What follows belongs to an exercise in optimizing a design on an open flow for small area, a short achievable clock period and few clock cycles per item; a production flow would make more cautious choices.
Function was not checked in any run shown here: the RTL went through the layout flow alone.
Power is estimated from default activity; no workload was simulated.

==> design/flow/design.v <==
module el2_exu_div_ctl
  (
   input logic           clk,                        
   input logic           rst_l,                      
   input logic           dp_valid,                   
   input logic           dp_unsign,                  
   input logic           dp_rem,                     
   input logic  [31:0]   dividend,                   
   input logic  [31:0]   divisor,                    
   input logic           cancel,                     
   output logic          finish_dly,                 
   output logic [31:0]   out                         
  );
   logic        sv_ff;                  
   logic        it_ff;                  
   logic        fin_ff;                 
   logic [3:0]  cnt_ff;                 
   logic        busy, last;
   logic [31:0] r_ff;                   
   logic [31:0] q_ff;                   
   logic [32:0] b_ff;                   
   logic        rem_ff, neg_ff;         
   assign busy = sv_ff | it_ff;
   assign last = it_ff & (cnt_ff == 4'd0);
   wire  sa = ~dp_unsign & dividend[31];
   wire  sb = ~dp_unsign & divisor[31];
   wire  bz = (divisor == 32'b0);
   wire [31:0] abs_a, abs_b;
   div_cneg_in u_nega (.s(sa), .x(dividend), .y(abs_a));
   div_cneg_in u_negb (.s(sb), .x(divisor),  .y(abs_b));
   wire        q1, d1_co, q2, d2_co;
   wire [31:0] r1, d2;
   div_step34 u_s1 (.en(it_ff), .x({2'b0, r_ff}), .b({1'b0, b_ff}), .q(q1), .co(d1_co), .y(r1));
   div_step33 u_s2 (.en(it_ff), .x({1'b0, r1}), .b({1'b0, b_ff[32:1]}), .q(q2), .co(d2_co), .y(d2));
   wire [31:0] r2_n = busy ? r1 : abs_a;
   wire [31:0] r_next = q2 ? d2 : r2_n;
   wire early = ~d1_co;
   wire [5:0] clza, clzb;
   div_clz32 u_clza (.x(r_ff), .n(clza));
   div_clz32 u_clzb (.x(b_ff[31:0]), .n(clzb));
   wire [5:0]  sdiff = clzb - clza;                     
   wire        bzero = clzb[5];
   wire [3:0]  m     = (bzero | ~sv_ff) ? 4'hf : sdiff[4:1];
   wire [32:0] b_rot;
   div_rot33 u_rot (.b(b_ff), .m(m), .y(b_rot));
   always_ff @(posedge clk or negedge rst_l) begin
      if (!rst_l) begin
         sv_ff  <= 1'b0;
         it_ff  <= 1'b0;
         fin_ff <= 1'b0;
      end
      else begin
         sv_ff  <= dp_valid & ~cancel;
         it_ff  <= ~cancel & ((sv_ff & ~early) | (it_ff & (cnt_ff != 4'd0)));
         fin_ff <= ~cancel & last;
      end
   end
   always_ff @(posedge clk) begin
      cnt_ff <= sv_ff ? m : cnt_ff - 4'd1;
      r_ff   <= r_next;
      q_ff   <= it_ff ? ((last & rem_ff) ? r_next : {q_ff[29:0], q1, q2}) :
                sv_ff ? 32'b0 : (abs_a & {32{dp_rem}});
      b_ff   <= busy ? b_rot : {1'b0, abs_b};
      if (!busy) begin
         rem_ff <= dp_rem;
         neg_ff <= dp_rem ? sa : (sa ^ sb) & ~bz;
      end
   end
   wire [31:0] ans;
   div_cneg_out u_nego (.s(neg_ff), .x(q_ff), .y(ans));
   assign out        = ans;
   assign finish_dly = ~cancel & (fin_ff | (sv_ff & early));
endmodule  
module div_cneg_in (input logic s, input logic [31:0] x, output logic [31:0] y);
   wire yy_po_l0_1 = x[1] | x[0];
   wire yy_po_l0_3 = x[3] | x[2];
   wire yy_po_l0_5 = x[5] | x[4];
   wire yy_po_l0_7 = x[7] | x[6];
   wire yy_po_l0_9 = x[9] | x[8];
   wire yy_po_l0_11 = x[11] | x[10];
   wire yy_po_l0_13 = x[13] | x[12];
   wire yy_po_l0_15 = x[15] | x[14];
   wire yy_po_l0_17 = x[17] | x[16];
   wire yy_po_l0_19 = x[19] | x[18];
   wire yy_po_l0_21 = x[21] | x[20];
   wire yy_po_l0_23 = x[23] | x[22];
   wire yy_po_l0_25 = x[25] | x[24];
   wire yy_po_l0_27 = x[27] | x[26];
   wire yy_po_l0_29 = x[29] | x[28];
   wire yy_po_l1_2 = x[2] | yy_po_l0_1;
   wire yy_po_l1_3 = yy_po_l0_3 | yy_po_l0_1;
   wire yy_po_l1_6 = x[6] | yy_po_l0_5;
   wire yy_po_l1_7 = yy_po_l0_7 | yy_po_l0_5;
   wire yy_po_l1_10 = x[10] | yy_po_l0_9;
   wire yy_po_l1_11 = yy_po_l0_11 | yy_po_l0_9;
   wire yy_po_l1_14 = x[14] | yy_po_l0_13;
   wire yy_po_l1_15 = yy_po_l0_15 | yy_po_l0_13;
   wire yy_po_l1_18 = x[18] | yy_po_l0_17;
   wire yy_po_l1_19 = yy_po_l0_19 | yy_po_l0_17;
   wire yy_po_l1_22 = x[22] | yy_po_l0_21;
   wire yy_po_l1_23 = yy_po_l0_23 | yy_po_l0_21;
   wire yy_po_l1_26 = x[26] | yy_po_l0_25;
   wire yy_po_l1_27 = yy_po_l0_27 | yy_po_l0_25;
   wire yy_po_l1_30 = x[30] | yy_po_l0_29;
   wire yy_po_l2_4 = x[4] | yy_po_l1_3;
   wire yy_po_l2_5 = yy_po_l0_5 | yy_po_l1_3;
   wire yy_po_l2_6 = yy_po_l1_6 | yy_po_l1_3;
   wire yy_po_l2_7 = yy_po_l1_7 | yy_po_l1_3;
   wire yy_po_l2_12 = x[12] | yy_po_l1_11;
   wire yy_po_l2_13 = yy_po_l0_13 | yy_po_l1_11;
   wire yy_po_l2_14 = yy_po_l1_14 | yy_po_l1_11;
   wire yy_po_l2_15 = yy_po_l1_15 | yy_po_l1_11;
   wire yy_po_l2_20 = x[20] | yy_po_l1_19;
   wire yy_po_l2_21 = yy_po_l0_21 | yy_po_l1_19;
   wire yy_po_l2_22 = yy_po_l1_22 | yy_po_l1_19;
   wire yy_po_l2_23 = yy_po_l1_23 | yy_po_l1_19;
   wire yy_po_l2_28 = x[28] | yy_po_l1_27;
   wire yy_po_l2_29 = yy_po_l0_29 | yy_po_l1_27;
   wire yy_po_l2_30 = yy_po_l1_30 | yy_po_l1_27;
   wire yy_po_l3_8 = x[8] | yy_po_l2_7;
   wire yy_po_l3_9 = yy_po_l0_9 | yy_po_l2_7;
   wire yy_po_l3_10 = yy_po_l1_10 | yy_po_l2_7;
   wire yy_po_l3_11 = yy_po_l1_11 | yy_po_l2_7;
   wire yy_po_l3_12 = yy_po_l2_12 | yy_po_l2_7;
   wire yy_po_l3_13 = yy_po_l2_13 | yy_po_l2_7;
   wire yy_po_l3_14 = yy_po_l2_14 | yy_po_l2_7;
   wire yy_po_l3_15 = yy_po_l2_15 | yy_po_l2_7;
   wire yy_po_l3_24 = x[24] | yy_po_l2_23;
   wire yy_po_l3_25 = yy_po_l0_25 | yy_po_l2_23;
   wire yy_po_l3_26 = yy_po_l1_26 | yy_po_l2_23;
   wire yy_po_l3_27 = yy_po_l1_27 | yy_po_l2_23;
   wire yy_po_l3_28 = yy_po_l2_28 | yy_po_l2_23;
   wire yy_po_l3_29 = yy_po_l2_29 | yy_po_l2_23;
   wire yy_po_l3_30 = yy_po_l2_30 | yy_po_l2_23;
   wire yy_po_l4_16 = x[16] | yy_po_l3_15;
   wire yy_po_l4_17 = yy_po_l0_17 | yy_po_l3_15;
   wire yy_po_l4_18 = yy_po_l1_18 | yy_po_l3_15;
   wire yy_po_l4_19 = yy_po_l1_19 | yy_po_l3_15;
   wire yy_po_l4_20 = yy_po_l2_20 | yy_po_l3_15;
   wire yy_po_l4_21 = yy_po_l2_21 | yy_po_l3_15;
   wire yy_po_l4_22 = yy_po_l2_22 | yy_po_l3_15;
   wire yy_po_l4_23 = yy_po_l2_23 | yy_po_l3_15;
   wire yy_po_l4_24 = yy_po_l3_24 | yy_po_l3_15;
   wire yy_po_l4_25 = yy_po_l3_25 | yy_po_l3_15;
   wire yy_po_l4_26 = yy_po_l3_26 | yy_po_l3_15;
   wire yy_po_l4_27 = yy_po_l3_27 | yy_po_l3_15;
   wire yy_po_l4_28 = yy_po_l3_28 | yy_po_l3_15;
   wire yy_po_l4_29 = yy_po_l3_29 | yy_po_l3_15;
   wire yy_po_l4_30 = yy_po_l3_30 | yy_po_l3_15;
   wire [30:0] yy_po;
   assign yy_po[0] = x[0];
   assign yy_po[1] = yy_po_l0_1;
   assign yy_po[2] = yy_po_l1_2;
   assign yy_po[3] = yy_po_l1_3;
   assign yy_po[4] = yy_po_l2_4;
   assign yy_po[5] = yy_po_l2_5;
   assign yy_po[6] = yy_po_l2_6;
   assign yy_po[7] = yy_po_l2_7;
   assign yy_po[8] = yy_po_l3_8;
   assign yy_po[9] = yy_po_l3_9;
   assign yy_po[10] = yy_po_l3_10;
   assign yy_po[11] = yy_po_l3_11;
   assign yy_po[12] = yy_po_l3_12;
   assign yy_po[13] = yy_po_l3_13;
   assign yy_po[14] = yy_po_l3_14;
   assign yy_po[15] = yy_po_l3_15;
   assign yy_po[16] = yy_po_l4_16;
   assign yy_po[17] = yy_po_l4_17;
   assign yy_po[18] = yy_po_l4_18;
   assign yy_po[19] = yy_po_l4_19;
   assign yy_po[20] = yy_po_l4_20;
   assign yy_po[21] = yy_po_l4_21;
   assign yy_po[22] = yy_po_l4_22;
   assign yy_po[23] = yy_po_l4_23;
   assign yy_po[24] = yy_po_l4_24;
   assign yy_po[25] = yy_po_l4_25;
   assign yy_po[26] = yy_po_l4_26;
   assign yy_po[27] = yy_po_l4_27;
   assign yy_po[28] = yy_po_l4_28;
   assign yy_po[29] = yy_po_l4_29;
   assign yy_po[30] = yy_po_l4_30;
   wire [31:0] yy;
   assign yy[0] = x[0];
   assign yy[31:1] = x[31:1] ^ ({31{s}} & yy_po);
   assign y = yy;
endmodule
module div_cneg_out (input logic s, input logic [31:0] x, output logic [31:0] y);
   wire yy_po_l0_1 = x[1] | x[0];
   wire yy_po_l0_3 = x[3] | x[2];
   wire yy_po_l0_5 = x[5] | x[4];
   wire yy_po_l0_7 = x[7] | x[6];
   wire yy_po_l0_9 = x[9] | x[8];
   wire yy_po_l0_11 = x[11] | x[10];
   wire yy_po_l0_13 = x[13] | x[12];
   wire yy_po_l0_15 = x[15] | x[14];
   wire yy_po_l0_17 = x[17] | x[16];
   wire yy_po_l0_19 = x[19] | x[18];
   wire yy_po_l0_21 = x[21] | x[20];
   wire yy_po_l0_23 = x[23] | x[22];
   wire yy_po_l0_25 = x[25] | x[24];
   wire yy_po_l0_27 = x[27] | x[26];
   wire yy_po_l0_29 = x[29] | x[28];
   wire yy_po_l1_2 = x[2] | yy_po_l0_1;
   wire yy_po_l1_3 = yy_po_l0_3 | yy_po_l0_1;
   wire yy_po_l1_6 = x[6] | yy_po_l0_5;
   wire yy_po_l1_7 = yy_po_l0_7 | yy_po_l0_5;
   wire yy_po_l1_10 = x[10] | yy_po_l0_9;
   wire yy_po_l1_11 = yy_po_l0_11 | yy_po_l0_9;
   wire yy_po_l1_14 = x[14] | yy_po_l0_13;
   wire yy_po_l1_15 = yy_po_l0_15 | yy_po_l0_13;
   wire yy_po_l1_18 = x[18] | yy_po_l0_17;
   wire yy_po_l1_19 = yy_po_l0_19 | yy_po_l0_17;
   wire yy_po_l1_22 = x[22] | yy_po_l0_21;
   wire yy_po_l1_23 = yy_po_l0_23 | yy_po_l0_21;
   wire yy_po_l1_26 = x[26] | yy_po_l0_25;
   wire yy_po_l1_27 = yy_po_l0_27 | yy_po_l0_25;
   wire yy_po_l1_30 = x[30] | yy_po_l0_29;
   wire yy_po_l2_4 = x[4] | yy_po_l1_3;
   wire yy_po_l2_5 = yy_po_l0_5 | yy_po_l1_3;
   wire yy_po_l2_6 = yy_po_l1_6 | yy_po_l1_3;
   wire yy_po_l2_7 = yy_po_l1_7 | yy_po_l1_3;
   wire yy_po_l2_12 = x[12] | yy_po_l1_11;
   wire yy_po_l2_13 = yy_po_l0_13 | yy_po_l1_11;
   wire yy_po_l2_14 = yy_po_l1_14 | yy_po_l1_11;
   wire yy_po_l2_15 = yy_po_l1_15 | yy_po_l1_11;
   wire yy_po_l2_20 = x[20] | yy_po_l1_19;
   wire yy_po_l2_21 = yy_po_l0_21 | yy_po_l1_19;
   wire yy_po_l2_22 = yy_po_l1_22 | yy_po_l1_19;
   wire yy_po_l2_23 = yy_po_l1_23 | yy_po_l1_19;
   wire yy_po_l2_28 = x[28] | yy_po_l1_27;
   wire yy_po_l2_29 = yy_po_l0_29 | yy_po_l1_27;
   wire yy_po_l2_30 = yy_po_l1_30 | yy_po_l1_27;
   wire yy_po_l3_8 = x[8] | yy_po_l2_7;
   wire yy_po_l3_9 = yy_po_l0_9 | yy_po_l2_7;
   wire yy_po_l3_10 = yy_po_l1_10 | yy_po_l2_7;
   wire yy_po_l3_11 = yy_po_l1_11 | yy_po_l2_7;
   wire yy_po_l3_12 = yy_po_l2_12 | yy_po_l2_7;
   wire yy_po_l3_13 = yy_po_l2_13 | yy_po_l2_7;
   wire yy_po_l3_14 = yy_po_l2_14 | yy_po_l2_7;
   wire yy_po_l3_15 = yy_po_l2_15 | yy_po_l2_7;
   wire yy_po_l3_24 = x[24] | yy_po_l2_23;
   wire yy_po_l3_25 = yy_po_l0_25 | yy_po_l2_23;
   wire yy_po_l3_26 = yy_po_l1_26 | yy_po_l2_23;
   wire yy_po_l3_27 = yy_po_l1_27 | yy_po_l2_23;
   wire yy_po_l3_28 = yy_po_l2_28 | yy_po_l2_23;
   wire yy_po_l3_29 = yy_po_l2_29 | yy_po_l2_23;
   wire yy_po_l3_30 = yy_po_l2_30 | yy_po_l2_23;
   wire yy_po_l4_16 = x[16] | yy_po_l3_15;
   wire yy_po_l4_17 = yy_po_l0_17 | yy_po_l3_15;
   wire yy_po_l4_18 = yy_po_l1_18 | yy_po_l3_15;
   wire yy_po_l4_19 = yy_po_l1_19 | yy_po_l3_15;
   wire yy_po_l4_20 = yy_po_l2_20 | yy_po_l3_15;
   wire yy_po_l4_21 = yy_po_l2_21 | yy_po_l3_15;
   wire yy_po_l4_22 = yy_po_l2_22 | yy_po_l3_15;
   wire yy_po_l4_23 = yy_po_l2_23 | yy_po_l3_15;
   wire yy_po_l4_24 = yy_po_l3_24 | yy_po_l3_15;
   wire yy_po_l4_25 = yy_po_l3_25 | yy_po_l3_15;
   wire yy_po_l4_26 = yy_po_l3_26 | yy_po_l3_15;
   wire yy_po_l4_27 = yy_po_l3_27 | yy_po_l3_15;
   wire yy_po_l4_28 = yy_po_l3_28 | yy_po_l3_15;
   wire yy_po_l4_29 = yy_po_l3_29 | yy_po_l3_15;
   wire yy_po_l4_30 = yy_po_l3_30 | yy_po_l3_15;
   wire [30:0] yy_po;
   assign yy_po[0] = x[0];
   assign yy_po[1] = yy_po_l0_1;
   assign yy_po[2] = yy_po_l1_2;
   assign yy_po[3] = yy_po_l1_3;
   assign yy_po[4] = yy_po_l2_4;
   assign yy_po[5] = yy_po_l2_5;
   assign yy_po[6] = yy_po_l2_6;
   assign yy_po[7] = yy_po_l2_7;
   assign yy_po[8] = yy_po_l3_8;
   assign yy_po[9] = yy_po_l3_9;
   assign yy_po[10] = yy_po_l3_10;
   assign yy_po[11] = yy_po_l3_11;
   assign yy_po[12] = yy_po_l3_12;
   assign yy_po[13] = yy_po_l3_13;
   assign yy_po[14] = yy_po_l3_14;
   assign yy_po[15] = yy_po_l3_15;
   assign yy_po[16] = yy_po_l4_16;
   assign yy_po[17] = yy_po_l4_17;
   assign yy_po[18] = yy_po_l4_18;
   assign yy_po[19] = yy_po_l4_19;
   assign yy_po[20] = yy_po_l4_20;
   assign yy_po[21] = yy_po_l4_21;
   assign yy_po[22] = yy_po_l4_22;
   assign yy_po[23] = yy_po_l4_23;
   assign yy_po[24] = yy_po_l4_24;
   assign yy_po[25] = yy_po_l4_25;
   assign yy_po[26] = yy_po_l4_26;
   assign yy_po[27] = yy_po_l4_27;
   assign yy_po[28] = yy_po_l4_28;
   assign yy_po[29] = yy_po_l4_29;
   assign yy_po[30] = yy_po_l4_30;
   wire [31:0] yy;
   assign yy[0] = x[0];
   assign yy[31:1] = x[31:1] ^ ({31{s}} & yy_po);
   assign y = yy;
endmodule
module div_step34 (input logic en, input logic [33:0] x, input logic [33:0] b, output logic q, output logic co, output logic [31:0] y);
   wire [33:0] d_p0 = x ^ ~b;
   wire [33:0] d_g0 = x & ~b;
   wire d_g1_1 = d_g0[1] | (d_p0[1] & (d_g0[0] | d_p0[0]));
   wire d_g1_3 = d_g0[3] | (d_p0[3] & d_g0[2]);
   wire d_p1_3 = d_p0[3] & d_p0[2];
   wire d_g1_5 = d_g0[5] | (d_p0[5] & d_g0[4]);
   wire d_p1_5 = d_p0[5] & d_p0[4];
   wire d_g1_7 = d_g0[7] | (d_p0[7] & d_g0[6]);
   wire d_p1_7 = d_p0[7] & d_p0[6];
   wire d_g1_9 = d_g0[9] | (d_p0[9] & d_g0[8]);
   wire d_p1_9 = d_p0[9] & d_p0[8];
   wire d_g1_11 = d_g0[11] | (d_p0[11] & d_g0[10]);
   wire d_p1_11 = d_p0[11] & d_p0[10];
   wire d_g1_13 = d_g0[13] | (d_p0[13] & d_g0[12]);
   wire d_p1_13 = d_p0[13] & d_p0[12];
   wire d_g1_15 = d_g0[15] | (d_p0[15] & d_g0[14]);
   wire d_p1_15 = d_p0[15] & d_p0[14];
   wire d_g1_17 = d_g0[17] | (d_p0[17] & d_g0[16]);
   wire d_p1_17 = d_p0[17] & d_p0[16];
   wire d_g1_19 = d_g0[19] | (d_p0[19] & d_g0[18]);
   wire d_p1_19 = d_p0[19] & d_p0[18];
   wire d_g1_21 = d_g0[21] | (d_p0[21] & d_g0[20]);
   wire d_p1_21 = d_p0[21] & d_p0[20];
   wire d_g1_23 = d_g0[23] | (d_p0[23] & d_g0[22]);
   wire d_p1_23 = d_p0[23] & d_p0[22];
   wire d_g1_25 = d_g0[25] | (d_p0[25] & d_g0[24]);
   wire d_p1_25 = d_p0[25] & d_p0[24];
   wire d_g1_27 = d_g0[27] | (d_p0[27] & d_g0[26]);
   wire d_p1_27 = d_p0[27] & d_p0[26];
   wire d_g1_29 = d_g0[29] | (d_p0[29] & d_g0[28]);
   wire d_p1_29 = d_p0[29] & d_p0[28];
   wire d_g1_31 = d_g0[31] | (d_p0[31] & d_g0[30]);
   wire d_p1_31 = d_p0[31] & d_p0[30];
   wire d_g1_33 = d_g0[33] | (d_p0[33] & d_g0[32]);
   wire d_p1_33 = d_p0[33] & d_p0[32];
   wire d_g2_3 = d_g1_3 | (d_p1_3 & d_g1_1);
   wire d_g2_5 = d_g1_5 | (d_p1_5 & d_g1_3);
   wire d_p2_5 = d_p1_5 & d_p1_3;
   wire d_g2_7 = d_g1_7 | (d_p1_7 & d_g1_5);
   wire d_p2_7 = d_p1_7 & d_p1_5;
   wire d_g2_9 = d_g1_9 | (d_p1_9 & d_g1_7);
   wire d_p2_9 = d_p1_9 & d_p1_7;
   wire d_g2_11 = d_g1_11 | (d_p1_11 & d_g1_9);
   wire d_p2_11 = d_p1_11 & d_p1_9;
   wire d_g2_13 = d_g1_13 | (d_p1_13 & d_g1_11);
   wire d_p2_13 = d_p1_13 & d_p1_11;
   wire d_g2_15 = d_g1_15 | (d_p1_15 & d_g1_13);
   wire d_p2_15 = d_p1_15 & d_p1_13;
   wire d_g2_17 = d_g1_17 | (d_p1_17 & d_g1_15);
   wire d_p2_17 = d_p1_17 & d_p1_15;
   wire d_g2_19 = d_g1_19 | (d_p1_19 & d_g1_17);
   wire d_p2_19 = d_p1_19 & d_p1_17;
   wire d_g2_21 = d_g1_21 | (d_p1_21 & d_g1_19);
   wire d_p2_21 = d_p1_21 & d_p1_19;
   wire d_g2_23 = d_g1_23 | (d_p1_23 & d_g1_21);
   wire d_p2_23 = d_p1_23 & d_p1_21;
   wire d_g2_25 = d_g1_25 | (d_p1_25 & d_g1_23);
   wire d_p2_25 = d_p1_25 & d_p1_23;
   wire d_g2_27 = d_g1_27 | (d_p1_27 & d_g1_25);
   wire d_p2_27 = d_p1_27 & d_p1_25;
   wire d_g2_29 = d_g1_29 | (d_p1_29 & d_g1_27);
   wire d_p2_29 = d_p1_29 & d_p1_27;
   wire d_g2_31 = d_g1_31 | (d_p1_31 & d_g1_29);
   wire d_p2_31 = d_p1_31 & d_p1_29;
   wire d_g2_33 = d_g1_33 | (d_p1_33 & d_g1_31);
   wire d_p2_33 = d_p1_33 & d_p1_31;
   wire d_g3_5 = d_g2_5 | (d_p2_5 & d_g1_1);
   wire d_g3_7 = d_g2_7 | (d_p2_7 & d_g2_3);
   wire d_g3_9 = d_g2_9 | (d_p2_9 & d_g2_5);
   wire d_p3_9 = d_p2_9 & d_p2_5;
   wire d_g3_11 = d_g2_11 | (d_p2_11 & d_g2_7);
   wire d_p3_11 = d_p2_11 & d_p2_7;
   wire d_g3_13 = d_g2_13 | (d_p2_13 & d_g2_9);
   wire d_p3_13 = d_p2_13 & d_p2_9;
   wire d_g3_15 = d_g2_15 | (d_p2_15 & d_g2_11);
   wire d_p3_15 = d_p2_15 & d_p2_11;
   wire d_g3_17 = d_g2_17 | (d_p2_17 & d_g2_13);
   wire d_p3_17 = d_p2_17 & d_p2_13;
   wire d_g3_19 = d_g2_19 | (d_p2_19 & d_g2_15);
   wire d_p3_19 = d_p2_19 & d_p2_15;
   wire d_g3_21 = d_g2_21 | (d_p2_21 & d_g2_17);
   wire d_p3_21 = d_p2_21 & d_p2_17;
   wire d_g3_23 = d_g2_23 | (d_p2_23 & d_g2_19);
   wire d_p3_23 = d_p2_23 & d_p2_19;
   wire d_g3_25 = d_g2_25 | (d_p2_25 & d_g2_21);
   wire d_p3_25 = d_p2_25 & d_p2_21;
   wire d_g3_27 = d_g2_27 | (d_p2_27 & d_g2_23);
   wire d_p3_27 = d_p2_27 & d_p2_23;
   wire d_g3_29 = d_g2_29 | (d_p2_29 & d_g2_25);
   wire d_p3_29 = d_p2_29 & d_p2_25;
   wire d_g3_31 = d_g2_31 | (d_p2_31 & d_g2_27);
   wire d_p3_31 = d_p2_31 & d_p2_27;
   wire d_g3_33 = d_g2_33 | (d_p2_33 & d_g2_29);
   wire d_p3_33 = d_p2_33 & d_p2_29;
   wire d_g4_9 = d_g3_9 | (d_p3_9 & d_g1_1);
   wire d_g4_11 = d_g3_11 | (d_p3_11 & d_g2_3);
   wire d_g4_13 = d_g3_13 | (d_p3_13 & d_g3_5);
   wire d_g4_15 = d_g3_15 | (d_p3_15 & d_g3_7);
   wire d_g4_17 = d_g3_17 | (d_p3_17 & d_g3_9);
   wire d_p4_17 = d_p3_17 & d_p3_9;
   wire d_g4_19 = d_g3_19 | (d_p3_19 & d_g3_11);
   wire d_p4_19 = d_p3_19 & d_p3_11;
   wire d_g4_21 = d_g3_21 | (d_p3_21 & d_g3_13);
   wire d_p4_21 = d_p3_21 & d_p3_13;
   wire d_g4_23 = d_g3_23 | (d_p3_23 & d_g3_15);
   wire d_p4_23 = d_p3_23 & d_p3_15;
   wire d_g4_25 = d_g3_25 | (d_p3_25 & d_g3_17);
   wire d_p4_25 = d_p3_25 & d_p3_17;
   wire d_g4_27 = d_g3_27 | (d_p3_27 & d_g3_19);
   wire d_p4_27 = d_p3_27 & d_p3_19;
   wire d_g4_29 = d_g3_29 | (d_p3_29 & d_g3_21);
   wire d_p4_29 = d_p3_29 & d_p3_21;
   wire d_g4_31 = d_g3_31 | (d_p3_31 & d_g3_23);
   wire d_p4_31 = d_p3_31 & d_p3_23;
   wire d_g4_33 = d_g3_33 | (d_p3_33 & d_g3_25);
   wire d_p4_33 = d_p3_33 & d_p3_25;
   wire d_g5_17 = d_g4_17 | (d_p4_17 & d_g1_1);
   wire d_g5_19 = d_g4_19 | (d_p4_19 & d_g2_3);
   wire d_g5_21 = d_g4_21 | (d_p4_21 & d_g3_5);
   wire d_g5_23 = d_g4_23 | (d_p4_23 & d_g3_7);
   wire d_g5_25 = d_g4_25 | (d_p4_25 & d_g4_9);
   wire d_g5_27 = d_g4_27 | (d_p4_27 & d_g4_11);
   wire d_g5_29 = d_g4_29 | (d_p4_29 & d_g4_13);
   wire d_g5_31 = d_g4_31 | (d_p4_31 & d_g4_15);
   wire d_g5_33 = d_g4_33 | (d_p4_33 & d_g4_17);
   wire d_p5_33 = d_p4_33 & d_p4_17;
   wire d_g6_33 = d_g5_33 | (d_p5_33 & d_g1_1);
   wire d_g7_2 = d_g0[2] | (d_p0[2] & d_g1_1);
   wire d_g7_4 = d_g0[4] | (d_p0[4] & d_g2_3);
   wire d_g7_6 = d_g0[6] | (d_p0[6] & d_g3_5);
   wire d_g7_8 = d_g0[8] | (d_p0[8] & d_g3_7);
   wire d_g7_10 = d_g0[10] | (d_p0[10] & d_g4_9);
   wire d_g7_12 = d_g0[12] | (d_p0[12] & d_g4_11);
   wire d_g7_14 = d_g0[14] | (d_p0[14] & d_g4_13);
   wire d_g7_16 = d_g0[16] | (d_p0[16] & d_g4_15);
   wire d_g7_18 = d_g0[18] | (d_p0[18] & d_g5_17);
   wire d_g7_20 = d_g0[20] | (d_p0[20] & d_g5_19);
   wire d_g7_22 = d_g0[22] | (d_p0[22] & d_g5_21);
   wire d_g7_24 = d_g0[24] | (d_p0[24] & d_g5_23);
   wire d_g7_26 = d_g0[26] | (d_p0[26] & d_g5_25);
   wire d_g7_28 = d_g0[28] | (d_p0[28] & d_g5_27);
   wire d_g7_30 = d_g0[30] | (d_p0[30] & d_g5_29);
   wire d_g7_32 = d_g0[32] | (d_p0[32] & d_g5_31);
   wire [33:0] d_c = {d_g6_33, d_g7_32, d_g5_31, d_g7_30, d_g5_29, d_g7_28, d_g5_27, d_g7_26, d_g5_25, d_g7_24, d_g5_23, d_g7_22, d_g5_21, d_g7_20, d_g5_19, d_g7_18, d_g5_17, d_g7_16, d_g4_15, d_g7_14, d_g4_13, d_g7_12, d_g4_11, d_g7_10, d_g4_9, d_g7_8, d_g3_7, d_g7_6, d_g3_5, d_g7_4, d_g2_3, d_g7_2, d_g1_1, (d_g0[0] | d_p0[0])};
   wire [33:0] d = d_p0 ^ {d_c[32:0], 1'b1};
   wire d_co = d_c[33];
   assign co = d_co;
   assign q  = en & d_co;
   assign y  = q ? d[31:0] : x[31:0];
endmodule
module div_step33 (input logic en, input logic [32:0] x, input logic [32:0] b, output logic q, output logic co, output logic [31:0] y);
   wire [32:0] d_p0 = x ^ ~b;
   wire [32:0] d_g0 = x & ~b;
   wire d_g1_1 = d_g0[1] | (d_p0[1] & (d_g0[0] | d_p0[0]));
   wire d_g1_3 = d_g0[3] | (d_p0[3] & d_g0[2]);
   wire d_p1_3 = d_p0[3] & d_p0[2];
   wire d_g1_5 = d_g0[5] | (d_p0[5] & d_g0[4]);
   wire d_p1_5 = d_p0[5] & d_p0[4];
   wire d_g1_7 = d_g0[7] | (d_p0[7] & d_g0[6]);
   wire d_p1_7 = d_p0[7] & d_p0[6];
   wire d_g1_9 = d_g0[9] | (d_p0[9] & d_g0[8]);
   wire d_p1_9 = d_p0[9] & d_p0[8];
   wire d_g1_11 = d_g0[11] | (d_p0[11] & d_g0[10]);
   wire d_p1_11 = d_p0[11] & d_p0[10];
   wire d_g1_13 = d_g0[13] | (d_p0[13] & d_g0[12]);
   wire d_p1_13 = d_p0[13] & d_p0[12];
   wire d_g1_15 = d_g0[15] | (d_p0[15] & d_g0[14]);
   wire d_p1_15 = d_p0[15] & d_p0[14];
   wire d_g1_17 = d_g0[17] | (d_p0[17] & d_g0[16]);
   wire d_p1_17 = d_p0[17] & d_p0[16];
   wire d_g1_19 = d_g0[19] | (d_p0[19] & d_g0[18]);
   wire d_p1_19 = d_p0[19] & d_p0[18];
   wire d_g1_21 = d_g0[21] | (d_p0[21] & d_g0[20]);
   wire d_p1_21 = d_p0[21] & d_p0[20];
   wire d_g1_23 = d_g0[23] | (d_p0[23] & d_g0[22]);
   wire d_p1_23 = d_p0[23] & d_p0[22];
   wire d_g1_25 = d_g0[25] | (d_p0[25] & d_g0[24]);
   wire d_p1_25 = d_p0[25] & d_p0[24];
   wire d_g1_27 = d_g0[27] | (d_p0[27] & d_g0[26]);
   wire d_p1_27 = d_p0[27] & d_p0[26];
   wire d_g1_29 = d_g0[29] | (d_p0[29] & d_g0[28]);
   wire d_p1_29 = d_p0[29] & d_p0[28];
   wire d_g1_31 = d_g0[31] | (d_p0[31] & d_g0[30]);
   wire d_p1_31 = d_p0[31] & d_p0[30];
   wire d_g2_3 = d_g1_3 | (d_p1_3 & d_g1_1);
   wire d_g2_5 = d_g1_5 | (d_p1_5 & d_g1_3);
   wire d_p2_5 = d_p1_5 & d_p1_3;
   wire d_g2_7 = d_g1_7 | (d_p1_7 & d_g1_5);
   wire d_p2_7 = d_p1_7 & d_p1_5;
   wire d_g2_9 = d_g1_9 | (d_p1_9 & d_g1_7);
   wire d_p2_9 = d_p1_9 & d_p1_7;
   wire d_g2_11 = d_g1_11 | (d_p1_11 & d_g1_9);
   wire d_p2_11 = d_p1_11 & d_p1_9;
   wire d_g2_13 = d_g1_13 | (d_p1_13 & d_g1_11);
   wire d_p2_13 = d_p1_13 & d_p1_11;
   wire d_g2_15 = d_g1_15 | (d_p1_15 & d_g1_13);
   wire d_p2_15 = d_p1_15 & d_p1_13;
   wire d_g2_17 = d_g1_17 | (d_p1_17 & d_g1_15);
   wire d_p2_17 = d_p1_17 & d_p1_15;
   wire d_g2_19 = d_g1_19 | (d_p1_19 & d_g1_17);
   wire d_p2_19 = d_p1_19 & d_p1_17;
   wire d_g2_21 = d_g1_21 | (d_p1_21 & d_g1_19);
   wire d_p2_21 = d_p1_21 & d_p1_19;
   wire d_g2_23 = d_g1_23 | (d_p1_23 & d_g1_21);
   wire d_p2_23 = d_p1_23 & d_p1_21;
   wire d_g2_25 = d_g1_25 | (d_p1_25 & d_g1_23);
   wire d_p2_25 = d_p1_25 & d_p1_23;
   wire d_g2_27 = d_g1_27 | (d_p1_27 & d_g1_25);
   wire d_p2_27 = d_p1_27 & d_p1_25;
   wire d_g2_29 = d_g1_29 | (d_p1_29 & d_g1_27);
   wire d_p2_29 = d_p1_29 & d_p1_27;
   wire d_g2_31 = d_g1_31 | (d_p1_31 & d_g1_29);
   wire d_p2_31 = d_p1_31 & d_p1_29;
   wire d_g3_5 = d_g2_5 | (d_p2_5 & d_g1_1);
   wire d_g3_7 = d_g2_7 | (d_p2_7 & d_g2_3);
   wire d_g3_9 = d_g2_9 | (d_p2_9 & d_g2_5);
   wire d_p3_9 = d_p2_9 & d_p2_5;
   wire d_g3_11 = d_g2_11 | (d_p2_11 & d_g2_7);
   wire d_p3_11 = d_p2_11 & d_p2_7;
   wire d_g3_13 = d_g2_13 | (d_p2_13 & d_g2_9);
   wire d_p3_13 = d_p2_13 & d_p2_9;
   wire d_g3_15 = d_g2_15 | (d_p2_15 & d_g2_11);
   wire d_p3_15 = d_p2_15 & d_p2_11;
   wire d_g3_17 = d_g2_17 | (d_p2_17 & d_g2_13);
   wire d_p3_17 = d_p2_17 & d_p2_13;
   wire d_g3_19 = d_g2_19 | (d_p2_19 & d_g2_15);
   wire d_p3_19 = d_p2_19 & d_p2_15;
   wire d_g3_21 = d_g2_21 | (d_p2_21 & d_g2_17);
   wire d_p3_21 = d_p2_21 & d_p2_17;
   wire d_g3_23 = d_g2_23 | (d_p2_23 & d_g2_19);
   wire d_p3_23 = d_p2_23 & d_p2_19;
   wire d_g3_25 = d_g2_25 | (d_p2_25 & d_g2_21);
   wire d_p3_25 = d_p2_25 & d_p2_21;
   wire d_g3_27 = d_g2_27 | (d_p2_27 & d_g2_23);
   wire d_p3_27 = d_p2_27 & d_p2_23;
   wire d_g3_29 = d_g2_29 | (d_p2_29 & d_g2_25);
   wire d_p3_29 = d_p2_29 & d_p2_25;
   wire d_g3_31 = d_g2_31 | (d_p2_31 & d_g2_27);
   wire d_p3_31 = d_p2_31 & d_p2_27;
   wire d_g4_9 = d_g3_9 | (d_p3_9 & d_g1_1);
   wire d_g4_11 = d_g3_11 | (d_p3_11 & d_g2_3);
   wire d_g4_13 = d_g3_13 | (d_p3_13 & d_g3_5);
   wire d_g4_15 = d_g3_15 | (d_p3_15 & d_g3_7);
   wire d_g4_17 = d_g3_17 | (d_p3_17 & d_g3_9);
   wire d_p4_17 = d_p3_17 & d_p3_9;
   wire d_g4_19 = d_g3_19 | (d_p3_19 & d_g3_11);
   wire d_p4_19 = d_p3_19 & d_p3_11;
   wire d_g4_21 = d_g3_21 | (d_p3_21 & d_g3_13);
   wire d_p4_21 = d_p3_21 & d_p3_13;
   wire d_g4_23 = d_g3_23 | (d_p3_23 & d_g3_15);
   wire d_p4_23 = d_p3_23 & d_p3_15;
   wire d_g4_25 = d_g3_25 | (d_p3_25 & d_g3_17);
   wire d_p4_25 = d_p3_25 & d_p3_17;
   wire d_g4_27 = d_g3_27 | (d_p3_27 & d_g3_19);
   wire d_p4_27 = d_p3_27 & d_p3_19;
   wire d_g4_29 = d_g3_29 | (d_p3_29 & d_g3_21);
   wire d_p4_29 = d_p3_29 & d_p3_21;
   wire d_g4_31 = d_g3_31 | (d_p3_31 & d_g3_23);
   wire d_p4_31 = d_p3_31 & d_p3_23;
   wire d_g5_17 = d_g4_17 | (d_p4_17 & d_g1_1);
   wire d_g5_19 = d_g4_19 | (d_p4_19 & d_g2_3);
   wire d_g5_21 = d_g4_21 | (d_p4_21 & d_g3_5);
   wire d_g5_23 = d_g4_23 | (d_p4_23 & d_g3_7);
   wire d_g5_25 = d_g4_25 | (d_p4_25 & d_g4_9);
   wire d_g5_27 = d_g4_27 | (d_p4_27 & d_g4_11);
   wire d_g5_29 = d_g4_29 | (d_p4_29 & d_g4_13);
   wire d_g5_31 = d_g4_31 | (d_p4_31 & d_g4_15);
   wire d_g7_2 = d_g0[2] | (d_p0[2] & d_g1_1);
   wire d_g7_4 = d_g0[4] | (d_p0[4] & d_g2_3);
   wire d_g7_6 = d_g0[6] | (d_p0[6] & d_g3_5);
   wire d_g7_8 = d_g0[8] | (d_p0[8] & d_g3_7);
   wire d_g7_10 = d_g0[10] | (d_p0[10] & d_g4_9);
   wire d_g7_12 = d_g0[12] | (d_p0[12] & d_g4_11);
   wire d_g7_14 = d_g0[14] | (d_p0[14] & d_g4_13);
   wire d_g7_16 = d_g0[16] | (d_p0[16] & d_g4_15);
   wire d_g7_18 = d_g0[18] | (d_p0[18] & d_g5_17);
   wire d_g7_20 = d_g0[20] | (d_p0[20] & d_g5_19);
   wire d_g7_22 = d_g0[22] | (d_p0[22] & d_g5_21);
   wire d_g7_24 = d_g0[24] | (d_p0[24] & d_g5_23);
   wire d_g7_26 = d_g0[26] | (d_p0[26] & d_g5_25);
   wire d_g7_28 = d_g0[28] | (d_p0[28] & d_g5_27);
   wire d_g7_30 = d_g0[30] | (d_p0[30] & d_g5_29);
   wire d_g7_32 = d_g0[32] | (d_p0[32] & d_g5_31);
   wire [32:0] d_c = {d_g7_32, d_g5_31, d_g7_30, d_g5_29, d_g7_28, d_g5_27, d_g7_26, d_g5_25, d_g7_24, d_g5_23, d_g7_22, d_g5_21, d_g7_20, d_g5_19, d_g7_18, d_g5_17, d_g7_16, d_g4_15, d_g7_14, d_g4_13, d_g7_12, d_g4_11, d_g7_10, d_g4_9, d_g7_8, d_g3_7, d_g7_6, d_g3_5, d_g7_4, d_g2_3, d_g7_2, d_g1_1, (d_g0[0] | d_p0[0])};
   wire [32:0] d = d_p0 ^ {d_c[31:0], 1'b1};
   wire d_co = d_c[32];
   assign co = d_co;
   assign q  = en & d_co;
   assign y  = d[31:0];
endmodule
module div_clz32 (input logic [31:0] x, output logic [5:0] n);
   wire c_v0_0 = x[1] | x[0];
   wire c_z0_0 = ~x[1];
   wire c_v0_1 = x[3] | x[2];
   wire c_z0_1 = ~x[3];
   wire c_v0_2 = x[5] | x[4];
   wire c_z0_2 = ~x[5];
   wire c_v0_3 = x[7] | x[6];
   wire c_z0_3 = ~x[7];
   wire c_v0_4 = x[9] | x[8];
   wire c_z0_4 = ~x[9];
   wire c_v0_5 = x[11] | x[10];
   wire c_z0_5 = ~x[11];
   wire c_v0_6 = x[13] | x[12];
   wire c_z0_6 = ~x[13];
   wire c_v0_7 = x[15] | x[14];
   wire c_z0_7 = ~x[15];
   wire c_v0_8 = x[17] | x[16];
   wire c_z0_8 = ~x[17];
   wire c_v0_9 = x[19] | x[18];
   wire c_z0_9 = ~x[19];
   wire c_v0_10 = x[21] | x[20];
   wire c_z0_10 = ~x[21];
   wire c_v0_11 = x[23] | x[22];
   wire c_z0_11 = ~x[23];
   wire c_v0_12 = x[25] | x[24];
   wire c_z0_12 = ~x[25];
   wire c_v0_13 = x[27] | x[26];
   wire c_z0_13 = ~x[27];
   wire c_v0_14 = x[29] | x[28];
   wire c_z0_14 = ~x[29];
   wire c_v0_15 = x[31] | x[30];
   wire c_z0_15 = ~x[31];
   wire c_v1_0 = c_v0_1 | c_v0_0;
   wire c_z1_0_0 = c_v0_1 ? c_z0_1 : c_z0_0;
   wire c_v1_1 = c_v0_3 | c_v0_2;
   wire c_z1_1_0 = c_v0_3 ? c_z0_3 : c_z0_2;
   wire c_v1_2 = c_v0_5 | c_v0_4;
   wire c_z1_2_0 = c_v0_5 ? c_z0_5 : c_z0_4;
   wire c_v1_3 = c_v0_7 | c_v0_6;
   wire c_z1_3_0 = c_v0_7 ? c_z0_7 : c_z0_6;
   wire c_v1_4 = c_v0_9 | c_v0_8;
   wire c_z1_4_0 = c_v0_9 ? c_z0_9 : c_z0_8;
   wire c_v1_5 = c_v0_11 | c_v0_10;
   wire c_z1_5_0 = c_v0_11 ? c_z0_11 : c_z0_10;
   wire c_v1_6 = c_v0_13 | c_v0_12;
   wire c_z1_6_0 = c_v0_13 ? c_z0_13 : c_z0_12;
   wire c_v1_7 = c_v0_15 | c_v0_14;
   wire c_z1_7_0 = c_v0_15 ? c_z0_15 : c_z0_14;
   wire c_v2_0 = c_v1_1 | c_v1_0;
   wire c_z2_0_0 = c_v1_1 ? ~c_v0_3 : ~c_v0_1;
   wire c_z2_0_1 = c_v1_1 ? c_z1_1_0 : c_z1_0_0;
   wire c_v2_1 = c_v1_3 | c_v1_2;
   wire c_z2_1_0 = c_v1_3 ? ~c_v0_7 : ~c_v0_5;
   wire c_z2_1_1 = c_v1_3 ? c_z1_3_0 : c_z1_2_0;
   wire c_v2_2 = c_v1_5 | c_v1_4;
   wire c_z2_2_0 = c_v1_5 ? ~c_v0_11 : ~c_v0_9;
   wire c_z2_2_1 = c_v1_5 ? c_z1_5_0 : c_z1_4_0;
   wire c_v2_3 = c_v1_7 | c_v1_6;
   wire c_z2_3_0 = c_v1_7 ? ~c_v0_15 : ~c_v0_13;
   wire c_z2_3_1 = c_v1_7 ? c_z1_7_0 : c_z1_6_0;
   wire c_v3_0 = c_v2_1 | c_v2_0;
   wire c_z3_0_0 = c_v2_1 ? ~c_v1_3 : ~c_v1_1;
   wire c_z3_0_1 = c_v2_1 ? c_z2_1_0 : c_z2_0_0;
   wire c_z3_0_2 = c_v2_1 ? c_z2_1_1 : c_z2_0_1;
   wire c_v3_1 = c_v2_3 | c_v2_2;
   wire c_z3_1_0 = c_v2_3 ? ~c_v1_7 : ~c_v1_5;
   wire c_z3_1_1 = c_v2_3 ? c_z2_3_0 : c_z2_2_0;
   wire c_z3_1_2 = c_v2_3 ? c_z2_3_1 : c_z2_2_1;
   wire c_v4_0 = c_v3_1 | c_v3_0;
   wire c_z4_0_0 = c_v3_1 ? ~c_v2_3 : ~c_v2_1;
   wire c_z4_0_1 = c_v3_1 ? c_z3_1_0 : c_z3_0_0;
   wire c_z4_0_2 = c_v3_1 ? c_z3_1_1 : c_z3_0_1;
   wire c_z4_0_3 = c_v3_1 ? c_z3_1_2 : c_z3_0_2;
   wire [5:0] c = {~c_v4_0, c_v4_0 & ~c_v3_1, c_v4_0 & c_z4_0_0, c_v4_0 & c_z4_0_1, c_v4_0 & c_z4_0_2, c_v4_0 & c_z4_0_3};
   assign n = c;
endmodule
module div_rot33 (input logic [32:0] b, input logic [3:0] m, output logic [32:0] y);
   wire [32:0] b_r1  = {b[31:0], b[32]};
   wire [32:0] b_r2  = m[0] ? {b_r1[30:0], b_r1[32:31]} : b_r1;
   wire [32:0] b_r4  = m[1] ? {b_r2[28:0], b_r2[32:29]} : b_r2;
   wire [32:0] b_r8  = m[2] ? {b_r4[24:0], b_r4[32:25]} : b_r4;
   assign y          = m[3] ? {b_r8[16:0], b_r8[32:17]} : b_r8;
endmodule
==> design/flow/flow/run.sh <==
#!/bin/bash
# The standard layout (standard.sh), with these changes in how the layout is made:
#  - every input and output port still gets its own buffer, but a plain buf_1
#    (OpenROAD's buffer_ports -buffer_cell) instead of the default delay buffer;
#    the resizer upsizes it where timing needs;
#  - any further ORFS variables listed in flow/extra_vars (one NAME=value per line).
# make's output goes to flow.log; ORFS keeps each step's own log under orfs/logs.
set -euo pipefail
MARGIN=${MARGIN:-6.8}
PORTBUF=${PORTBUF:-sky130_fd_sc_hd__buf_1}
EXTRA="'BUFFER_PORTS_ARGS=-buffer_cell ${PORTBUF}'"
if [[ -f flow/extra_vars ]]; then
  while read -r line; do
    [[ -z "$line" || "$line" == \#* ]] && continue
    EXTRA="$EXTRA '$line'"
  done < flow/extra_vars
fi
sed -E -e "s/SETUP_SLACK_MARGIN=[^ ]+/SETUP_SLACK_MARGIN=${MARGIN}/" \
       -e "s|CLKGATE_MAP_FILE= |CLKGATE_MAP_FILE= ${EXTRA} |" \
       standard.sh > standard_mod.sh
grep -q "BUFFER_PORTS_ARGS" standard_mod.sh
bash standard_mod.sh > flow.log 2>&1
==> design/flow/flow/extra_vars <==
SKIP_INCREMENTAL_REPAIR=1
==> design/flow/standard.sh <==
#!/bin/bash
# synth_recipe.tcl (not shown) runs the flow's synth.tcl, then flattens the netlist and writes it again
# the make line also repeats each setting of config.mk as NAME=value (left out here)
make -C /OpenROAD-flow-scripts/flow DESIGN_CONFIG=/design/flow/config.mk WORK_HOME=/design/flow/orfs CLKGATE_MAP_FILE= SYNTH_SCRIPT=/design/flow/synth_recipe.tcl "${@:-finish}"
==> design/flow/config.mk <==
export PLATFORM = sky130hd
export DESIGN_NAME = el2_exu_div_ctl
export DESIGN_NICKNAME = el2_exu_div_ctl
export VERILOG_FILES = /design/flow/design.v
export SDC_FILE = /design/flow/constraint.sdc
export NUM_CORES = 8
export LEC_CHECK = 0
export CAP_MARGIN = 40
export CORE_MARGIN = 2
export CORE_UTILIZATION = 40
export SETUP_SLACK_MARGIN = 5
export SLEW_MARGIN = 40
export SYNTH_HIERARCHICAL = 1
export SYNTH_MINIMUM_KEEP_SIZE = 0
==> design/flow/constraint.sdc <==
create_clock -name core_clock -period 12.0 [get_ports {clk}]
set_input_delay 2.4000 -clock core_clock [delete_from_list [all_inputs] [get_ports {clk}]]
set_output_delay 2.4000 -clock core_clock [all_outputs]
set_load 0.01 [all_outputs]
==> results.yml, run 1 <==
detailed_routing:
  drc: 0
  dr.pass1.iters: 6
  routedWlPerCell_um: 20.47
  ant_nets: 0
  drtIter0Drc: 638
  drt_wl_total_um: 36470
  viasPerCell: 5.950
  routed-via-count: 10600
pwr:
  ir_drop_v: 0.0001054
  report.power.total_uw: 4090
  power-per-cell-area_nw_per_um2: 294.0
  p_leak_uw: 0.005489
timing:
  fmax_ghz: 0.1863
  tightest_slew_ns: 0.7757
  slew_headroom_pct: 48.29
  finalClockSkew_ns: 0.01975
  setup_violations: 0
  tns_ns: 0
  hold_ws_ns: 0.4836
  fin_crit_ns: 5.368
  hold_viol_final: 0
  post-route-period-util_pct: 44.73
  slew_viol_final: 0
cts:
  path_clk_slew_ns: 0.08
  cts_tree: "done"
  cts-resized-gates: 87
  insertion_delay_ns: 0.38
  h-tree-depth: 3
  cts_buffers: 9
  cts_sinks: 106
  postCtsHoldBufs: 0
  clock_path_buffers: 2
  cts_setup_buffers: 24
  cts_root_buffer: "clkbuf_16"
floorplanning:
  die-width_um: 179.9
  io_pins: 103
  design.core.area_um2: 30510
  dieArea_um2: 32370
  start_util_pct: 40.58
  die_h_um: 179.9
  row_count: 64
hold_path:
  hp-class: "reg2reg"
status:
  outcome: "finished clean"
grt:
  grt_first_pass_wirelength_um: 58610
  grt_usage_pct: 22.61
  overflow: 0
  grt_max_degree: 56
  first_global_vias: 10710
  antenna_found_initial: 0
placed_design:
  detailed_place_hpwl_um: 27470
  gp_congestion: 0.9092
  placed_area_um2: 12950
  numPortBuffers: 102
cells_and_area:
  utilization_pct: 45.59
  fin_nets: 1553
  final_cell_area_um2: 13910
  syn2layout_area_growth_pct: 12.35
  layout_commonest_cell: "inv_1"
  layout-drive-gt1-share_pct: 24.68
  final_cell_mix: "116 x inv_1, 108 x xnor2_1, 101 x buf_1"
  n_antenna_cell: 0
job:
  max_cap_violations: 0
critical_path:
  crit_arrival_ns: 5.69
  critPathKind: "reg2reg"
  cp_max_fo: 16
  cp-start-kind: "register"
  critPathCaptureType: "register"
  crit_required_ns: 12.32
logic_synthesis:
  syn_avg_cell_area_um2: 9.612
  syn_area_um2: 12380
  syn-instance-count: 1288
  ys_warn_count: 7
worst max-delay path, stage by stage (launching register included):
cell       delay [ns]
dfxtp_2          0.34
inv_2            0.05
ha_4             0.15
fa_2             0.36
nor2b_2          0.16
o2111ai_2        0.19
a211oi_4         0.27
buf_4            0.16
nor3_4           0.05
o31ai_4          0.22
buf_6            0.17
buf_4            0.12
bufbuf_16        0.29
mux2_2           0.37
ha_1             0.33
a21oi_1          0.32
o211ai_1         0.21
a21boi_0         0.31
o31ai_2          0.16
a211oi_2         0.29
fa_1             0.44
inv_1            0.06
nand2_1          0.04
o21ai_1          0.09
a221o_1          0.16
sequential cells by signal, indices dropped and copies added (netlist names):
register,flops
sv_ff,1
it_ff,1
neg_ff,1
cnt_ff,4
fin_ff,1
b_ff,33
r_ff,32
q_ff,32
rem_ff,1
stage by stage:
step           instances  setup slack (ns)
6_report            1782             6.632
5_1_grt             1782             6.269
4_1_cts             1782             6.717
3_5_place_dp        1737             6.094
3_3_place_gp        1736             6.180
2_1_floorplan       1292             6.880
final timing paths:
kind / start / end / slack (ns) / depth (start not counted)
worst max-delay path: r_ff[0] / q_ff[30] / 6.63 / 24
worst min-delay path: cnt_ff[0] / cnt_ff[0] / 0.48 / 1
worst max register to register: r_ff[0] / q_ff[30] / 6.63 / 24
worst min register to register: cnt_ff[0] / cnt_ff[0] / 0.48 / 1
max in group asynchronous: rst_l / it_ff / 10.01 / 1
min in group asynchronous: rst_l / sv_ff / 1.83 / 1
cell type report:
class / instances / area (µm²)
Clock buffer: 9 / 225.2
Clock inverter: 7 / 83.83
Fill cell: 2913 / 16600
Inverter: 118 / 442.9
Multi-Input combinational cell: 1004 / 9641
Sequential cell: 106 / 2198
Tap cell: 396 / 495.5
Timing Repair Buffer: 142 / 823.3
power breakdown:
part | leakage, µW | switching (µW) | internal [µW]
sequential | 0.000910 | 346 | 501
combinational | 0.00443 | 1500 | 1420
clock | 0.000150 | 159 | 166
total | 0.00549 | 2000 | 2090
metal layers:
| layer | track usage [%] | wire length [µm] |
|---|---|---|
| met2 | 40.25 | 18520 |
| met3 | 4.356 | 2221 |
| met1 | 26.97 | 14520 |
| met5 | 0 | 0 |
| met4 | 8.293 | 1208 |
==> inputs of run 2 (changes only) <==
--- a/design/flow/design.v
+++ b/design/flow/design.v
@@ -41,8 +41,11 @@
    wire [5:0]  sdiff = clzb - clza;                     
    wire        bzero = clzb[5];
    wire [3:0]  m     = (bzero | ~sv_ff) ? 4'hf : sdiff[4:1];
-   wire [32:0] b_rot;
-   div_rot33 u_rot (.b(b_ff), .m(m), .y(b_rot));
+   wire [32:0] b_r1  = {b_ff[31:0], b_ff[32]};
+   wire [32:0] b_r2  = m[0] ? {b_r1[30:0], b_r1[32:31]} : b_r1;
+   wire [32:0] b_r4  = m[1] ? {b_r2[28:0], b_r2[32:29]} : b_r2;
+   wire [32:0] b_r8  = m[2] ? {b_r4[24:0], b_r4[32:25]} : b_r4;
+   wire [32:0] b_rot = m[3] ? {b_r8[16:0], b_r8[32:17]} : b_r8;
    always_ff @(posedge clk or negedge rst_l) begin
       if (!rst_l) begin
          sv_ff  <= 1'b0;
@@ -665,10 +668,3 @@
    wire [5:0] c = {~c_v4_0, c_v4_0 & ~c_v3_1, c_v4_0 & c_z4_0_0, c_v4_0 & c_z4_0_1, c_v4_0 & c_z4_0_2, c_v4_0 & c_z4_0_3};
    assign n = c;
 endmodule
-module div_rot33 (input logic [32:0] b, input logic [3:0] m, output logic [32:0] y);
-   wire [32:0] b_r1  = {b[31:0], b[32]};
-   wire [32:0] b_r2  = m[0] ? {b_r1[30:0], b_r1[32:31]} : b_r1;
-   wire [32:0] b_r4  = m[1] ? {b_r2[28:0], b_r2[32:29]} : b_r2;
-   wire [32:0] b_r8  = m[2] ? {b_r4[24:0], b_r4[32:25]} : b_r4;
-   assign y          = m[3] ? {b_r8[16:0], b_r8[32:17]} : b_r8;
-endmodule
==> design/flow/flow/run.sh (replaced) <==
#!/bin/bash
set -euo pipefail
MARGIN=${MARGIN:-6.5}
sed -E "s/SETUP_SLACK_MARGIN=[^ ]+/SETUP_SLACK_MARGIN=${MARGIN}/" standard.sh > standard_margin.sh
bash standard_margin.sh > flow.log 2>&1
removed: design/flow/flow/extra_vars
==> results.yml, run 2 <==
pwr:
  p_leak_uw: 0.006422
  power-per-cell-area_nw_per_um2: 307.8
  ir_drop_v: 0.0002187
timing:
  setup_violations: 0
  rsz0062_at_grt: "true"
  finalClockSkew_ns: 0.01828
  tns_ns: 0
  slew_headroom_pct: 35.50
  hold_viol_final: 0
  fin_crit_ns: 5.599
  fmax_ghz: 0.1786
  post-route-period-util_pct: 46.66
  fin_ws_ns: 6.401
  slew_viol_final: 0
  tightest_slew_ns: 0.9431
critical_path:
  reg2regPathDepth: 24
  crit_required_ns: 12.27
  rrSetupSlack_ns: 6.40
  critPathKind: "reg2reg"
  critPathCaptureType: "register"
  crit_arrival_ns: 5.87
  cp_max_fo: 8
  cp-start-kind: "register"
cells_and_area:
  fin_nets: 1880
  multi_input_area_um2: 10600
  layout_commonest_cell: "nand2_1"
  fin_cells: 2115
  syn2layout_area_growth_pct: 22.96
  final_cell_mix: "239 x nand2_1, 106 x inv_1, 105 x xnor2_1"
  biggestRegsByFlops: "b_ff: 33 flops, q_ff: 32 flops, r_ff: 32 flops"
  largest_register_ff_count: 33
  fillCellCount: 3001
  regArea_um2: 2242
  largest_register: "b_ff"
  final_cell_area_um2: 15940
  layout-drive-gt1-share_pct: 23.23
  n_antenna_cell: 0
detailed_routing:
  wl_met2_um: 20770
  met1_length_um: 19700
  drc: 0
  wl_met3_um: 2129
  drt_wl_total_um: 44300
  top_layer: "met4"
  routedWlPerCell_um: 20.95
  ant_nets: 0
  viasPerCell: 5.933
  dr.pass1.iters: 6
  drtIter0Drc: 981
  routed-via-count: 12550
grt:
  antenna_found_initial: 0
  grt_usage_pct: 24.17
  first_global_vias: 11660
  grt_max_degree: 77
  overflow: 0
  grt_first_pass_wirelength_um: 64460
cts:
  cts_buffers: 9
  clock_path_buffers: 2
  h-tree-depth: 3
  postCtsHoldBufs: 0
  cts_sinks: 106
  cts_root_buffer: "clkbuf_16"
  cts_tree: "done"
  path_clk_slew_ns: 0.09
  insertion_delay_ns: 0.38
logic_synthesis:
  syn-instance-count: 1601
  syn_area_um2: 12960
  syn_avg_cell_area_um2: 8.095
  ys_warn_count: 7
floorplanning:
  row_count: 65
  io_pins: 103
  die-width_um: 184
  die_h_um: 184
  design.core.area_um2: 31720
  dieArea_um2: 33860
  start_util_pct: 40.86
hold_path:
  hp-class: "reg2reg"
  whs_path_depth: 1
placed_design:
  placed_area_um2: 14260
  detailed_place_hpwl_um: 31430
  gp_congestion: 0.9129
  place_ws_ns: 5.789
  numPortBuffers: 102
  dp_cells: 2035
job:
  max_cap_violations: 0
status:
  outcome: "finished clean"
==> run 2: stage by stage <==
stage               utilization (%)  hold slack [ns]  total power [µW]
global placement              44.77           0.4472              3889
global route                  50.24           0.5189              5274
finish                        50.24           0.4777              4905
floorplan                         -           0.4309              3126
CTS                           47.36           0.4793              4471
detailed placement            44.95           0.4613              3958
==> run 2: area by class of cell <==
cell class	instances	area share [%]
Tap cell	402	3.156
Timing Repair Buffer	185	11.60
Sequential cell	106	14.07
Clock buffer	10	1.437
Multi-Input combinational cell	1288	66.54
Clock inverter	6	0.3926
Inverter	118	2.811
==> run 2: worst max-delay path: stages (launching register included) <==
cell,delay [ns]
dfxtp_4,0.39
inv_2,0.05
ha_4,0.27
nand4_1,0.17
or4_1,0.43
o21a_2,0.25
a311oi_4,0.36
buf_4,0.18
a32oi_4,0.12
buf_12,0.17
buf_4,0.13
mux2_4,0.33
ha_4,0.28
and4_4,0.24
nand4_1,0.16
a211oi_4,0.33
buf_4,0.17
o21a_1,0.21
a211oi_2,0.11
nor3b_2,0.41
buf_4,0.25
buf_12,0.15
o21ai_0,0.14
nand2_1,0.11
nand2_1,0.06
==> run 2: path summary, 6_finish.rpt <==
path | from | endpoint
setup / recovery | b_ff[17] | q_ff[22]
hold / removal | cnt_ff[0] | cnt_ff[0]
setup reg to reg | b_ff[17] | q_ff[22]
hold reg to reg | cnt_ff[0] | cnt_ff[0]
max in group asynchronous | rst_l | fin_ff
min in group asynchronous | rst_l | it_ff
==> run 2: metal layers <==
metal	vias to the layer above	GRT usage (%)
met2	432	39.18
met1	6016	33.07
met3	82	2.437
met4	0	9.216
met5	-	0
li1	6019	-
==> run 2: what timing repair did <==
action | 4_1_cts | 5_1_grt
buffers inserted | 21 | 34
setup endpoints to repair | 65 | 65
gates cloned | 1 | 8
resized for setup | 87 | 146
pin swaps | 15 | 45
==> run 2: report_power, final <==
part	switching, µW	leakage, µW	internal [µW]	total [µW]
combinational	2140	0.00537	1660	3800
clock	167	0.000142	147	314
sequential	276	0.000913	511	787

==> re-timing with driven ports <==
In the flow no input, the clock included, has a driving cell. The finished layouts below were timed again as built, in two steps. Step 1 assumes that a clkbuf_16 drives the clock port and a buf_2 every other input. Step 2, shift: input delay + t, output delay - t, t = (earliest + latest rising clock arrival at the registers) / 2. This alone moves slack from input paths to output paths. Three values: no drivers, after step 1, after step 2; two values: the first two.
run	t, ns	setup slack, ns	hold WS [ns]	latest minus earliest clock arrival (ns)	worst data-port slew with drivers (ns)
run 1	0.420	6.632 / 6.632 / 6.632	0.484 / 0.484 / 0.484	0.019 / 0.019	0.04
run 2	0.420	6.401 / 6.401 / 6.401	0.478 / 0.478 / 0.478	0.019 / 0.018	0.04
After both steps every run listed still meets setup and hold.
